Background: an optimization exercise with open tools, aiming at small area. Do not read the settings as production practice.
In this exercise RTL edits were held to simulation tests only and were not proved equivalent to the original.

==> 11-10: inputs <==
Design top, start of the top module:
module top(
input clk,
input rst,
input reset_i,
input start_i,
output [6:0] seven_seg_o,
output [3:0] anodes_o
    );
==> module seven_segment, before the edit <==
module seven_segment(
    input [3:0] sayac,
    output reg [6:0] segment
    );
    always @(*) begin
        case (sayac)
            4'd0: segment = ~7'b0111111;
            4'd1: segment = ~7'b0000110;
            4'd2: segment = ~7'b1011011;
            4'd3: segment = ~7'b1001111;
            4'd4: segment = ~7'b1100110;
            4'd5: segment = ~7'b1101101;
            4'd6: segment = ~7'b1111101;
            4'd7: segment = ~7'b0000111;
            4'd8: segment = ~7'b1111111;
            4'd9: segment = ~7'b1101111;
            default segment = 7'bxxxxxxx;
        endcase
    end
endmodule
==> module debouncer, before the edit <==
module debouncer #(parameter AGE2 = 1) (
input clk,
input rst,
input signal_i,
output reg lvl,
output init,
output a1,
output a2
    );
    localparam [6:0] C_LAST = 7'd101, C_ST = 7'd127, C_INIT = 7'd126,
                     C_A1 = 7'd125, C_A2S = 7'd124, C_A2T = 7'd123;
    reg [6:0] cnt;
    assign init = (cnt == C_INIT);
    assign a1 = (cnt == C_A1);
    assign a2 = AGE2 && (cnt == C_A2S || cnt == C_A2T);
    wire same = (signal_i == lvl);
    always @(posedge clk) begin
        if (rst) begin
            cnt <= C_INIT;
            lvl <= 1'b0;
        end else begin
            case (cnt)
                C_INIT: cnt <= C_ST;
                C_ST, C_A2S: cnt <= same ? C_ST : 7'd0;
                C_A1: cnt <= same ? (AGE2 ? C_A2S : C_ST) : (AGE2 ? C_A2T : 7'd0);
                C_A2T: cnt <= same ? C_ST : 7'd1;
                default: begin
                    if (same) cnt <= C_ST;
                    else if (cnt == C_LAST) begin
                        cnt <= C_A1;
                        lvl <= ~lvl;
                    end else cnt <= cnt + 7'd1;
                end
            endcase
        end
    end
endmodule
==> module top, before the edit <==
module top(
input clk,
input rst,
input reset_i,
input start_i,
output [6:0] seven_seg_o,
output [3:0] anodes_o
    );
    wire s_lvl, s_init, s_a1, r_lvl, r_a1, r_a2;
    debouncer #(.AGE2(0)) start_debouncer(.clk(clk), .rst(rst), .signal_i(start_i),
        .lvl(s_lvl), .init(s_init), .a1(s_a1), .a2());
    debouncer #(.AGE2(1)) reset_debouncer(.clk(clk), .rst(rst), .signal_i(reset_i),
        .lvl(r_lvl), .init(), .a1(r_a1), .a2(r_a2));
    wire clr   = r_lvl ^ r_a1;            
    wire clr_d = r_lvl ^ (r_a1 | r_a2);   
    reg run, inc, inc_d;
    reg [9:0] pre;
    always @(posedge clk) begin
        if (rst) begin
            run <= 1'b0; inc <= 1'b0; inc_d <= 1'b0; pre <= 10'd0;
        end else begin
            run <= run ^ (s_a1 & s_lvl);
            inc <= run && pre == 10'd999;
            inc_d <= inc;
            if (clr) pre <= 10'd0;
            else if (run) pre <= (pre == 10'd999) ? 10'd0 : pre + 10'd1;
        end
    end
    wire [3:0] h1, h10, s1;
    wire [2:0] s10;
    bcd_incrementor digits(.clk(clk), .rst(rst), .incr_i(inc_d), .rst_i(clr_d),
        .h1(h1), .h10(h10), .s1(s1), .s10(s10));
    reg [6:0] tm;
    reg [1:0] k;
    always @(posedge clk) begin
        if (rst) begin
            tm <= 7'd0; k <= 2'd0;
        end else if (tm == 7'd99) begin
            tm <= 7'd0; k <= k + 2'd1;
        end else tm <= tm + 7'd1;
    end
    assign anodes_o = ~(4'b0001 << k);
    wire [1:0] kp = k - {1'b0, (tm == 7'd0) & ~s_init};
    reg [3:0] dig;
    always @(*) begin
        case (kp)
            2'd0: dig = h1;
            2'd1: dig = h10;
            2'd2: dig = s1;
            default: dig = {1'b0, s10};
        endcase
    end
    wire [6:0] seg;
    seven_segment dec(.sayac(dig), .segment(seg));
    assign seven_seg_o = s_init ? 7'h7F : seg;
endmodule
clock: 10.0 ns
lec_check: 0
cap_margin: 20
core_margin: 2
core_utilization: 40
slew_margin: 20
run.sh (not shown) runs the stock make flow with config.mk's settings and CLKGATE_MAP_FILE= SYNTH_SCRIPT=/design/flow/synth_recipe.tcl, a recipe that flattens the netlist after the stock synthesis.
==> inputs of 03-06, as changes to 11-10 <==
==> flow/design.v (replaced) <==
`timescale 1ns / 1ps
module seven_segment(
    input [3:0] sayac,
    output reg [6:0] segment
    );
    always @(*) begin
        case (sayac)
            4'd0: segment = ~7'b0111111;
            4'd1: segment = ~7'b0000110;
            4'd2: segment = ~7'b1011011;
            4'd3: segment = ~7'b1001111;
            4'd4: segment = ~7'b1100110;
            4'd5: segment = ~7'b1101101;
            4'd6: segment = ~7'b1111101;
            4'd7: segment = ~7'b0000111;
            4'd8: segment = ~7'b1111111;
            4'd9: segment = ~7'b1101111;
            default segment = ~7'b0000000;
        endcase
    end
endmodule
`timescale 1ns / 1ps
module bcd_incrementor(
input clk,
input rst,
input incr_i,
input rst_i,
output reg [3:0] h1, h10, s1,
output reg [2:0] s10
    );
    always @(posedge clk) begin
        if (rst || rst_i) begin
            h1 <= 4'd0; h10 <= 4'd0; s1 <= 4'd0; s10 <= 3'd0;
        end else if (incr_i) begin
            if (h1 != 4'd9) h1 <= h1 + 4'd1;
            else begin
                h1 <= 4'd0;
                if (h10 != 4'd9) h10 <= h10 + 4'd1;
                else begin
                    h10 <= 4'd0;
                    if (s1 != 4'd9) s1 <= s1 + 4'd1;
                    else begin
                        s1 <= 4'd0;
                        s10 <= (s10 == 3'd5) ? 3'd0 : s10 + 3'd1;
                    end
                end
            end
        end
    end
endmodule
`timescale 1ns / 1ps
module debouncer(
input clk,
input rst,
input signal_i,
output reg signal_o,
output a1
    );
    localparam [6:0] C_INIT = 7'b1100100, C_ST = 7'b1001000;
    reg [6:0] cnt;
    assign a1 = ~(cnt[6] | cnt[4] | cnt[2] | cnt[1] | cnt[0]);
    wire same = ~(signal_i ^ signal_o ^ a1);
    wire [6:0] nxt = {cnt[5:0], cnt[6] ^ cnt[5] ^ a1};
    always @(posedge clk) begin
        if (rst) begin
            cnt <= C_INIT;
            signal_o <= 1'b0;
        end else begin
            cnt <= same ? C_ST : nxt;
            signal_o <= signal_o ^ a1;
        end
    end
endmodule
`timescale 1ns / 1ps
module top(
input clk,
input rst,
input reset_i,
input start_i,
output [6:0] seven_seg_o,
output [3:0] anodes_o
    );
    wire start_deb, start_a1, reset_deb;
    debouncer start_debouncer(.clk(clk), .rst(rst), .signal_i(start_i), .signal_o(start_deb), .a1(start_a1));
    debouncer reset_debouncer(.clk(clk), .rst(rst), .signal_i(reset_i), .signal_o(reset_deb), .a1());
    reg run;
    always @(posedge clk)
        if (rst) run <= 1'b0;
        else run <= run ^ (start_a1 & ~start_deb);
    localparam [9:0] P0 = 10'b0000111000;
    reg [9:0] pre;
    wire tick = ~pre[0] & ~pre[1] & ~pre[2] & pre[3] & pre[4] & pre[5] & ~pre[6] & ~pre[7] & ~pre[8] & pre[9];
    always @(posedge clk)
        if (rst || reset_deb || (tick && !run)) pre <= P0;
        else if (run) pre <= {pre[8:0], pre[9] ^ pre[6] ^ tick};
    wire [3:0] h1, h10, s1;
    wire [2:0] s10;
    bcd_incrementor digits(.clk(clk), .rst(rst), .incr_i(tick), .rst_i(reset_deb),
        .h1(h1), .h10(h10), .s1(s1), .s10(s10));
    localparam [6:0] Q0 = 7'b1100011;
    reg [6:0] tm;
    reg [1:0] k;
    wire wrap = tm[0] & ~tm[1] & ~tm[2] & ~tm[3] & tm[4] & tm[5];
    always @(posedge clk)
        if (rst) begin
            tm <= Q0; k <= 2'd0;
        end else begin
            tm <= {tm[5:0], tm[6] ^ tm[5] ^ wrap};
            k <= k + {1'b0, wrap};
        end
    assign anodes_o = ~(4'b0001 << k);
    reg [3:0] dig;
    always @(posedge clk)
        if (rst) dig <= 4'd15;
        else case (k)
            2'd0: dig <= h1;
            2'd1: dig <= h10;
            2'd2: dig <= s1;
            default: dig <= {1'b0, s10};
        endcase
    seven_segment dec(.sayac(dig), .segment(seven_seg_o));
endmodule
--- a/flow/config.mk
+++ b/flow/config.mk
@@ -8,4 +8,7 @@
 export CAP_MARGIN = 20
 export CORE_MARGIN = 2
 export CORE_UTILIZATION = 40
+export CTS_BUF_LIST = sky130_fd_sc_hd__clkbuf_16
+export CTS_CLUSTER_DIAMETER = 500
+export CTS_CLUSTER_SIZE = 100
 export SLEW_MARGIN = 20
==> metrics.log <==
[metrics] run status: timing/DRC/antenna clean
[metrics] Placed Instances: 463
[metrics] Detail Route met3 WL: approximately 160 µm
[metrics] highest attainable clock frequency: 0.166 GHz
[metrics] Yosys cell types: just over 50
[metrics] Synthesized Nets: roughly 390
[metrics] post-synthesis instance area: between 0.003 and 0.004 mm²
[metrics] share of the cycle needed by the critical path after routing: 0.601
That was 11-10.
==> metrics.log <==
[metrics] Non-clk bufs: 14
[metrics] share of the cycle needed by the critical path after routing: 0.406
[metrics] Most Crowded Layer GR: met2
[metrics] detailed-routed wire length on met2: approximately 2.1 mm
[metrics] Placed Instances: 356
[metrics] run status: timing/DRC/antenna clean
[metrics] Yosys cell types: between 40 and 50
[metrics] post-synthesis instance area: 0.00258 mm²
[metrics] RSZ-0062 raised after global routing: false
[metrics] Detail Route met3 WL: around 240 µm
That was 03-06.

-- afterwards: timing with drivers on the ports --
Ports are ideal in the flow. The routed layouts listed here were re-timed in OpenROAD. Step 1 assumes that a clkbuf_16 drives the clock port and a buf_2 every other input. Step 2 also shifts input and output timing later by t, the mid clock arrival at the registers, as if the neighbouring blocks saw the same clock. Slacks: no drivers / after step 1 / after step 2; pairs: no drivers / after step 1.
| run | t (ns) | setup WS [ns] | slew at the worst register clock pin (ns) | cell pins on the clock port's net |
|---|---|---|---|---|
| 11-10 | 0.331 | 3.990 / 3.962 / 4.292 | 0.10 / 0.10 | 1 |
| 03-06 | 0.352 | 5.942 / 5.946 / 5.594 | 0.05 / 0.05 | 1 |
After both steps setup and hold are still met in every run listed. For 03-06, which loses most, drivers alone change the setup slack by +0.004 ns; drivers and shift together by -0.348 ns.
